Context: an optimization exercise on an open-source flow, tuned for small area, a short achievable clock period and few clock cycles per item. The choices shown serve that exercise and are no tape-out recipe.
Only simulation tests tie the RTL to the original design; equivalence was not proved.

==> flow/design.v (outline; a module is shown in full before it is edited, if it fits) <==
// module multiply: 543 lines
module multiply (clk, prod, fin, mcand, mplier, reset);
  // ...
==> flow/flow/run.sh <==
#!/bin/bash
# Standard layout, but with plain buffers on the ports instead of delay cells.
export BUFFER_PORTS_ARGS="-buffer_cell sky130_fd_sc_hd__buf_2"
bash standard.sh > standard.log 2>&1
==> flow/standard.sh <==
#!/bin/bash
# synth_recipe.tcl (not shown) runs the flow's synth.tcl, then flattens the netlist and writes it again
# the make line also repeats each setting of config.mk as NAME=value (left out here)
make -C /OpenROAD-flow-scripts/flow DESIGN_CONFIG=/design/flow/config.mk WORK_HOME=/design/flow/orfs CLKGATE_MAP_FILE= SYNTH_SCRIPT=/design/flow/synth_recipe.tcl "${@:-finish}"
==> flow/config.mk <==
export PLATFORM = sky130hd
export DESIGN_NAME = multiply
export DESIGN_NICKNAME = multiply
export VERILOG_FILES = /design/flow/design.v
export SDC_FILE = /design/flow/constraint.sdc
export NUM_CORES = 4
export LEC_CHECK = 0
export CAP_MARGIN = 20
export CORE_MARGIN = 2
export CORE_UTILIZATION = 40
export SETUP_SLACK_MARGIN = 0.5
export SLEW_MARGIN = 20
==> flow/constraint.sdc <==
create_clock -name core_clock -period 4.5 [get_ports {clk}]
set_input_delay 0.9000 -clock core_clock [delete_from_list [all_inputs] [get_ports {clk}]]
set_output_delay 0.9000 -clock core_clock [all_outputs]
set_load 0.01 [all_outputs]
==> flow_summary.yaml, run 1 <==
clock_tree:
  htreeDepth: 4
  path_clk_slew_ns: 0.06
  clk_latency_ns: 0.45
  cts_tree: "built"
logic_synthesis:
  yosysMostFrequentCell: "inv_1"
  avgSynthCellArea_um2: 9.41
  ys_top_cells_by_area: "fa_1 (25%), dfxtp_1 (18%), xnor2_1 (9.7%)"
  seq_area_frac_synth_pct: 17.9
  synth_nets: 1949
global_route:
  met3_usage_pct: 4.58
cells_and_area:
  nFlopsAndLatches: 134
  final_util_pct: 48.0
  finalNonFillerCells: 2159
  multi_input_area_um2: 11700
  inv_count: 253
  clkCellAreaFrac_pct: 3.36
drt:
  drcViolationCount: 0
  via_per_inst: 5.45
  drt-met1-wl_um: 19100
  wl_met2_um: 21400
timing:
  holdWs_ns: 0.509
  worst_pin_slew_ns: 0.704
critical_path:
  path_buf_inv: 1
  crit_fanout: 5
  startpoint: "lx[6]"
  worstPathRequired_ns: 3.60
  slowest_stage: "a311o_2"
  cp_cell_sequence: "ha_4 -> a21o_2 -> o311a_4 -> a311o_2 -> a31oi_4 -> o311ai_4 -> a31o_1 -> xor2_1 -> buf_2"
  reg2reg_depth: 11
  reg2reg_from: "first"
  crit_family: "compound AO/OA/AOI/OAI gates"
  worstSetupPathType: "register to primary output"
placed_design:
  portBuffers: 130
min_path:
  hold_depth: 2
  hold_start: "cnt[1]"
die:
  taps: 468
status:
  outcome: "timing/DRC/antenna clean"
Testbench counts, summed over its fixed seeds: cycles 12,800, items 3,200.
==> run 2: changes to the inputs <==
--- a/flow/config.mk
+++ b/flow/config.mk
@@ -9,4 +9,6 @@
 export CORE_MARGIN = 2
 export CORE_UTILIZATION = 40
+export CTS_BUF_LIST = sky130_fd_sc_hd__clkbuf_8
+export CTS_CLUSTER_SIZE = 30
 export SETUP_SLACK_MARGIN = 0.5
 export SLEW_MARGIN = 20
==> run 2 against run 1 <==
Highest routed layer unchanged. Via count is essentially flat. Global-route usage about the same. Area after synthesis unchanged. Register-to-register slack gained 0.03 ns. Final cell count grew 0.32%. Clock skew grew 0.0086 ns. Die area is the same. Final area decreased by 0.98%. Still clean.
==> flow_summary.yaml, run 2 <==
timing:
  slew_headroom_pct: 49.1
  max_freq_mhz: 249
  clock_skew_ns: 0.0187
  rsz0062_at_grt: "true"
  drv_slew: 0
  worst_pin_slew_ns: 0.761
  final-hold-violation-count: 0
  period_needed_ns: 4.02
  min_period_over_period_pct: 89.3
  setup_tns_ns: 0
  setup_viol: 0
global_route:
  globalRouteOverflowTotal: 0
  antenna_found_initial: 2
  grt.total_usage_pct: 23.7
  grt_start_max_net_pins: 44
  grt_pass1_vias: 12300
  grt_first_pass_wirelength_um: 69900
die:
  start_util_pct: 40.8
  ioPinCount: 131
  coreArea_um2: 36800
  die_w_um: 198
  die_y_um: 198
  die_area_um2: 39100
  num_rows: 70
placed_design:
  gp_congestion: 0.920
  hpwl_um: 34100
  portBuffers: 130
  dp.cells: 2115
cells_and_area:
  area_growth_pct: 16.5
  final_common_cell: "inv_1"
  finalNonFillerCells: 2166
  nets: 2040
  top_regs: "C: 32 flops, S: 32 flops, sh: 24 flops"
  layout_common_cells: "inv_1 (248), xnor2_1 (164), a22oi_1 (149)"
  diodes: 0
  drive_above_1_share_pct: 23.1
logic_synthesis:
  ys_async_sr_fraction_pct: 0
  seq_area_frac_synth_pct: 17.9
  ys_top_cells_by_area: "fa_1 (25%), dfxtp_1 (18%), xnor2_1 (9.7%)"
  syn_inst: 1594
  synth.distinct_cells: 67
  synth_seq_cells: 134
  synth_warnings: 1
  synth_nets: 1949
  synth.largest_area_cell: "fa_1"
  ys_top_cells_by_count: "inv_1 (249), a22oi_1 (187), fa_1 (186)"
  synth_top_area_share_pct: 24.8
  synth-main-ff-cell: "dfxtp_1"
  synth_edf_count: 0
  yosysMostFrequentCell: "inv_1"
  syn-cell-area_um2: 15000
  avgSynthCellArea_um2: 9.41
min_path:
  holdCritPathClass: "register to register"
  hold_depth: 2
critical_path:
  cp.arrival_ns: 3.12
  startpoint: "cin"
  worstPathRequired_ns: 3.60
  crit_path_end: "prod[57]"
  crit_fanout: 3
  reg2reg_depth: 11
  end_kind: "primary output"
  worstSetupPathType: "register to primary output"
  r2r_slack_ns: 0.71
  crit_path_start_kind: "register"
  reg2reg_from: "first"
  r2r_end: "S[12]"
clock_tree:
  clk_path_buf_depth: 2
  clk_latency_ns: 0.51
  path_clk_slew_ns: 0.09
  htreeDepth: 4
  cts_sinks: 134
  cts_tree: "built"
  cts_buffers: 17
  clockRootBuffer: "clkbuf_8"
drt:
  via_per_inst: 5.44
  wl_met2_um: 21200
  routed_wl_um: 44700
  drcViolationCount: 0
  drt-wirelength-per-cell_um: 20.6
  firstDrtPassIters: 6
  dr_total_vias: 11800
  dr_wl_met3_um: 2550
  drt-met1-wl_um: 19400
  drt_iter0_markers: 984
  final_antenna_net_count: 0
  highest_layer: "met5"
job:
  max_cap_violations: 0
status:
  outcome: "timing/DRC/antenna clean"
-- run 2: cell types whose count changed in the layout (fill, tap and decap cells not counted), sizes merged --
cell,before,now
buf,174,181
-- run 2: routing by layer --
layer  up-vias  GRT usage, %
li1       5390             -
met1      5913          31.0
met2       407          38.8
met3        70          4.27
met4         4          9.64
met5         -             0
-- run 2: cell families after synthesis --
family | synth area share [%]
AO/OA/AOI/OAI | 16.0
XOR/XNOR | 13.8
adder cells (fa/ha/maj) | 33.5
buffers and inverters | 9.43
flip-flops | 17.9
multiplexers | 2.16
AND/OR/NAND/NOR | 7.24
-- run 2: per-stage QoR --
step	instance area [um^2]	setup slack (ns)	hold slack, ns	util [%]
after floorplan	15400	0.460	0.468	-
after global placement	16600	0.117	0.479	45.0
after detailed placement	16600	0.0907	0.493	45.0
after CTS	17300	0.441	0.513	47.1
after global routing	17500	0.343	0.537	47.5
final	17500	0.482	0.514	47.5
-- run 2: how the worst min path moves through the flow --
stage | from | endpoint
after global placement | cnt[1] | cnt[1]
final | cnt[1] | cnt[1]
after global routing | cnt[1] | cnt[1]
after CTS | cnt[1] | cnt[1]
after floorplan | cnt[1] | cnt[1]
after detailed placement | cnt[1] | cnt[1]
-- run 2: area by class of cell --
| class | instances | area (um^2) |
|---|---|---|
| Fill cell | 3466 | 19300 |
| Clock buffer | 17 | 234 |
| Clock inverter | 15 | 168 |
| Tap cell | 468 | 586 |
| Timing Repair Buffer | 181 | 1230 |
| Inverter | 253 | 950 |
| Sequential cell | 134 | 2700 |
| Multi-Input combinational cell | 1098 | 11600 |
-- run 2: timing repair --
action                     CTS  global route
cloned                       0             0
hold buffers                 0             0
pin swaps                   21            21
setup buffers               16             3
setup endpoints to repair   33            18
gates resized for setup     47            30
-- run 2: critical path, cell delays in order, from the launching register on --
cell	delay (ns)
dfxtp_2	0.34
inv_2	0.04
fa_2	0.38
nand2b_4	0.16
a21oi_4	0.14
o311a_4	0.19
a311o_2	0.24
a31oi_4	0.15
o311ai_4	0.44
a31o_1	0.22
xor2_1	0.15
buf_2	0.15
==> run 3: changes to the inputs <==
--- a/flow/config.mk
+++ b/flow/config.mk
@@ -8,5 +8,5 @@
 export CAP_MARGIN = 20
 export CORE_MARGIN = 2
-export CORE_UTILIZATION = 40
+export CORE_UTILIZATION = 60
 export CTS_BUF_LIST = sky130_fd_sc_hd__clkbuf_8
 export CTS_CLUSTER_SIZE = 30
==> run 3 against run 2 <==
Highest routed layer unchanged. Fmax decreased by 1.1%. Setup slack got worse by 0.044 ns. Critical endpoint unchanged. Non-clock buffer count is 7 lower. Clock-buffer cell count is 1 higher. Global-route usage grew 9.9 points.
==> flow_summary.yaml, run 3 <==
status:
  outcome: "timing/DRC/antenna clean"
critical_path:
  crit_fanout: 4
  cp.arrival_ns: 3.16
  r2r_end: "ly[9]"
  end_kind: "primary output"
  crit_path_start_kind: "register"
  reg2reg_from: "first"
  reg2reg_depth: 11
  r2r_slack_ns: 0.85
  worstSetupPathType: "register to primary output"
  worstPathRequired_ns: 3.60
global_route:
  grt.total_usage_pct: 33.6
  grt_first_pass_wirelength_um: 67100
  globalRouteOverflowTotal: 0
  grt_start_max_net_pins: 40
  antenna_found_initial: 4
  grt_pass1_vias: 12000
clock_tree:
  cts_tree: "built"
  htreeDepth: 4
  clk_latency_ns: 0.48
  clockRootBuffer: "clkbuf_8"
  cts_buffers: 17
  path_clk_slew_ns: 0.09
  cts_sinks: 134
  clk_path_buf_depth: 2
placed_design:
  gp_congestion: 0.917
  hpwl_um: 32100
  dp_slack_ns: 0.0936
  dp.cells: 1970
  portBuffers: 130
cells_and_area:
  nets: 2033
  drive_above_1_share_pct: 22.7
  final_common_cell: "inv_1"
  layout_common_cells: "inv_1 (246), xnor2_1 (165), a22oi_1 (141)"
  top_regs: "C: 32 flops, S: 32 flops, sh: 24 flops"
  area_growth_pct: 14.5
  finalNonFillerCells: 2018
drt:
  final_antenna_net_count: 0
  drt-wirelength-per-cell_um: 21.3
  dr_total_vias: 11800
  drcViolationCount: 0
  via_per_inst: 5.86
  routed_wl_um: 43000
  drt_iter0_markers: 1032
  firstDrtPassIters: 5
die:
  ioPinCount: 131
  die_w_um: 162
  die_area_um2: 26300
  num_rows: 57
  coreArea_um2: 24500
  start_util_pct: 61.3
  die_y_um: 162
logic_synthesis:
  syn-cell-area_um2: 15000
  syn_inst: 1594
  ys_async_sr_fraction_pct: 0
  yosysMostFrequentCell: "inv_1"
  avgSynthCellArea_um2: 9.41
  synth_nets: 1949
  synth.largest_area_cell: "fa_1"
  synth_seq_cells: 134
  synth.distinct_cells: 67
  ys_top_cells_by_area: "fa_1 (25%), dfxtp_1 (18%), xnor2_1 (9.7%)"
  synth_warnings: 1
  seq_area_frac_synth_pct: 17.9
  synth_edf_count: 0
  ys_top_cells_by_count: "inv_1 (249), a22oi_1 (187), fa_1 (186)"
  synth_top_area_share_pct: 24.8
  synth-main-ff-cell: "dfxtp_1"
timing:
  setup_viol: 0
  drv_slew: 0
  rsz0062_at_grt: "true"
  period_needed_ns: 4.06
  slew_headroom_pct: 53.2
  min_period_over_period_pct: 90.2
  worst_pin_slew_ns: 0.699
  holdWs_ns: 0.514
  setup_tns_ns: 0
  worst_slack_ns: 0.439
  final-hold-violation-count: 0
  clock_skew_ns: 0.0239
  max_freq_mhz: 246
min_path:
  holdCritPathClass: "register to register"
  whs_endpoint: "cnt[1]"
  hold_depth: 2
  hold_start: "cnt[1]"
job:
  max_cap_violations: 0
run 3: cell counts after synthesis:
No cell type changed its count.
run 3: critical path, stage by stage (launching register included):
cell,delay (ns)
dfxtp_2,0.35
ha_4,0.26
a21o_4,0.22
o311a_4,0.36
a311o_2,0.46
a31oi_4,0.31
o311ai_4,0.16
a31o_1,0.28
xor2_1,0.14
buf_2,0.15
run 3: metal layers:
metal / global-route usage [%] / vias to the layer above / wire (um)
li1: - / 5381 / -
met1: 46.1 / 5868 / 18200
met2: 54.2 / 505 / 20200
met3: 7.30 / 67 / 3550
met4: 9.33 / 2 / 1100
met5: 0 / - / 15
run 3: cell families after synthesis:
family | synth area share, %
buf+inv | 9.43
compound gates | 16.0
fa+ha+maj | 33.5
xor+xnor | 13.8
simple gates | 7.24
flops | 17.9
mux | 2.16
run 3: area by class of cell:
type                            instances  area [um^2]
Multi-Input combinational cell       1098        11600
Fill cell                            1970         7290
Sequential cell                       134         2700
Timing Repair Buffer                  174         1170
Inverter                              253          950
Tap cell                              324          405
Clock buffer                           18          248
Clock inverter                         14          134
Antenna cell                            3         7.51
run 3: worst max-delay path by stage:
stage,startpoint,endpoint,slack (ns),cells past startpoint
3_3_place_gp,mplier[5],ly[11],0.14,13
6_report,ly[4],prod[57],0.44,9
3_5_place_dp,mplier[5],ly[11],0.09,13
5_1_grt,cin,prod[57],0.33,11
4_1_cts,ly[4],prod[57],0.45,9
2_1_floorplan,mplier[3],C[22],0.46,14
run 3: per-stage QoR:
step / cell area (um^2) / util [%]
after floorplan: 15400 / -
after CTS: 17000 / 69.4
after global placement: 16400 / 66.8
final: 17200 / 70.2
after detailed placement: 16400 / 66.8
after global routing: 17200 / 70.2
run 3: timing repair:
item,CTS,global route
endpoints found under the setup margin,17,22
hold buffers,0,0
gates cloned,0,1
buffers inserted,8,4
pin swaps,14,18
resized for setup,36,34
==> run 4: changes to the inputs <==
==> flow/flow/run.sh (replaced) <==
#!/bin/bash
# Standard layout (the standard.sh, unchanged synthesis), but the ports get
# plain buf_2 buffers instead of the clkdlybuf4s50 delay cells that
# buffer_ports picks by default.  ORFS writes each step's log under orfs/logs.
export BUFFER_PORTS_ARGS="-buffer_cell sky130_fd_sc_hd__buf_2"
bash standard.sh > standard.log 2>&1
--- a/flow/config.mk
+++ b/flow/config.mk
@@ -8,7 +8,5 @@
 export CAP_MARGIN = 20
 export CORE_MARGIN = 2
-export CORE_UTILIZATION = 60
-export CTS_BUF_LIST = sky130_fd_sc_hd__clkbuf_8
-export CTS_CLUSTER_SIZE = 30
+export CORE_UTILIZATION = 40
 export SETUP_SLACK_MARGIN = 0.5
 export SLEW_MARGIN = 20
==> run 4 against run 3 <==
Critical path depth unchanged. Hold slack got worse by 0.0048 ns. Area after synthesis unchanged. Critical path type unchanged.
==> flow_summary.yaml, run 4 <==
cells_and_area:
  diodes: 0
  final_util_pct: 48.0
  area_growth_pct: 17.7
  drive_above_1_share_pct: 23.1
  top_regs: "C: 32 flops, S: 32 flops, sh: 24 flops"
  fillCellCount: 3449
  seq_area_um2: 2700
  nets: 2033
  final_common_cell: "inv_1"
  final_area_um2: 17700
  layout_common_cells: "inv_1 (249), xnor2_1 (163), fa_1 (139)"
  multi_input_area_um2: 11700
  finalNonFillerCells: 2159
placed_design:
  dp_slack_ns: 0.0907
  dpl_cell_area_um2: 16600
  gp_congestion: 0.920
  hpwl_um: 34100
  dp.cells: 2115
  portBuffers: 130
global_route:
  grt_start_max_net_pins: 44
  grt_pass1_vias: 12200
  globalRouteOverflowTotal: 0
  grt_first_pass_wirelength_um: 70000
  grt.total_usage_pct: 23.8
  antenna_found_initial: 2
critical_path:
  worstPathRequired_ns: 3.60
  crit_fanout: 5
  crit_path_start_kind: "register"
  cp.arrival_ns: 3.10
  end_kind: "primary output"
  reg2reg_from: "first"
  worstSetupPathType: "register to primary output"
  startpoint: "lx[6]"
logic_synthesis:
  synth.distinct_cells: 67
  synth_seq_cells: 134
  yosysMostFrequentCell: "inv_1"
  syn_inst: 1594
  syn-cell-area_um2: 15000
  ys_top_cells_by_area: "fa_1 (25%), dfxtp_1 (18%), xnor2_1 (9.7%)"
  ys_top_cells_by_count: "inv_1 (249), a22oi_1 (187), fa_1 (186)"
  synth_edf_count: 0
  ys_async_sr_fraction_pct: 0
  synth.largest_area_cell: "fa_1"
  seq_area_frac_synth_pct: 17.9
  synth_nets: 1949
  synth-main-ff-cell: "dfxtp_1"
  synth_top_area_share_pct: 24.8
  synth_warnings: 1
  avgSynthCellArea_um2: 9.41
drt:
  routed_wl_um: 44800
  drt_iter0_markers: 1063
  final_antenna_net_count: 0
  via_per_inst: 5.45
  firstDrtPassIters: 7
  drt-wirelength-per-cell_um: 20.7
  drcViolationCount: 0
  dr_total_vias: 11800
min_path:
  holdCritPathClass: "register to register"
  hold_start: "cnt[1]"
status:
  outcome: "timing/DRC/antenna clean"
die:
  die_area_um2: 39100
  die_y_um: 198
  coreArea_um2: 36800
  start_util_pct: 40.8
  die_w_um: 198
  ioPinCount: 131
  num_rows: 70
timing:
  holdWs_ns: 0.509
  setup_tns_ns: 0
  setup_viol: 0
  worst_slack_ns: 0.499
  final-hold-violation-count: 0
  max_freq_mhz: 250
  drv_slew: 0
  rsz0062_at_grt: "true"
  clock_skew_ns: 0.0101
  min_period_over_period_pct: 88.9
  worst_pin_slew_ns: 0.704
  period_needed_ns: 4.00
  slew_headroom_pct: 52.9
clock_tree:
  htreeDepth: 4
  clockRootBuffer: "clkbuf_16"
  cts-hold-fix-buffers: 0
  path_clk_slew_ns: 0.06
  cts_tree: "built"
  clk_latency_ns: 0.45
  cts_buffers: 17
  clk_path_buf_depth: 2
  cts_sinks: 134
job:
  max_cap_violations: 0
## run 4: per-layer routing
layer / vias to the layer above / global-route usage [%] / wire length [um]
met1: 5901 / 31.2 / 19100
met3: 71 / 4.58 / 2840
met4: 4 / 9.02 / 1450
met5: - / 0 / 25
li1: 5371 / - / -
met2: 430 / 38.9 / 21400
## run 4: final cells by class
| type | count | share of cell area, % |
|---|---|---|
| clock buffer | 17 | 2.41 |
| clock inverter | 15 | 0.950 |
| inverter | 253 | 5.38 |
| multi-input combinational | 1098 | 66.0 |
| sequential | 134 | 15.3 |
| tap | 468 | 3.32 |
| timing repair buffer | 174 | 6.66 |
## run 4: path summary, 6_finish.rpt
kind | slack (ns) | cells after the start | endpoint
setup / recovery | 0.50 | 9 | prod[57]
hold / removal | 0.51 | 2 | cnt[1]
setup reg to reg | 0.68 | 11 | C[4]
hold reg to reg | 0.51 | 2 | cnt[1]
## run 4: kinds of logic after synthesis
kind of cell / share of synthesized area, %
xor gates and xnor gates: 13.8
AOI/OAI and AO/OA: 16.0
DFF: 17.9
adders and majority gates: 33.5
buffers and inverters: 9.43
muxes: 2.16
and+or+nand+nor: 7.24
## run 4: critical path, cell delays in order (launching register included)
cell and delay, ns:
dfxtp_2 0.33, ha_4 0.26, a21o_2 0.19, o311a_4 0.39
a311o_2 0.44, a31oi_4 0.29, o311ai_4 0.17, a31o_1 0.28
xor2_1 0.14, buf_2 0.15
## run 4: what timing repair did
item | 4_1_cts | 5_1_grt
buffers inserted | 9 | 3
gates resized for setup | 32 | 44
setup endpoints to repair | 30 | 23
pin swaps | 13 | 18
cloned | 0 | 0

[static timing again, ports no longer ideal]
Ports are ideal in the flow. The routed layouts listed here were re-timed in OpenROAD. Step 1 (the two cells are an assumption about what drives the block):
set clk [get_ports {clk}]
set_driving_cell -lib_cell sky130_fd_sc_hd__clkbuf_16 $clk
set_driving_cell -lib_cell sky130_fd_sc_hd__buf_2 [delete_from_list [all_inputs] $clk]
Step 2 also shifts input and output timing later by t, the mid clock arrival at the registers, as if the neighbouring blocks saw the same clock. Slacks: no drivers / after step 1 / after step 2; pairs: no drivers / after step 1.
run	t (ns)	slack for setup (ns)	worst setup path after step 2	worst register clock-pin slew, ns	cell pins on the clock port's net
run 1	0.499	0.499 / 0.449 / 0.072	input to register	0.07 / 0.07	1
run 2	0.548	0.482 / 0.435 / 0.094	input to register	0.10 / 0.10	1
run 3	0.516	0.439 / 0.393 / 0.105	input to register	0.11 / 0.11	1
run 4	0.499	0.499 / 0.449 / 0.072	input to register	0.07 / 0.07	1
After both steps setup and hold are still met in every run listed.
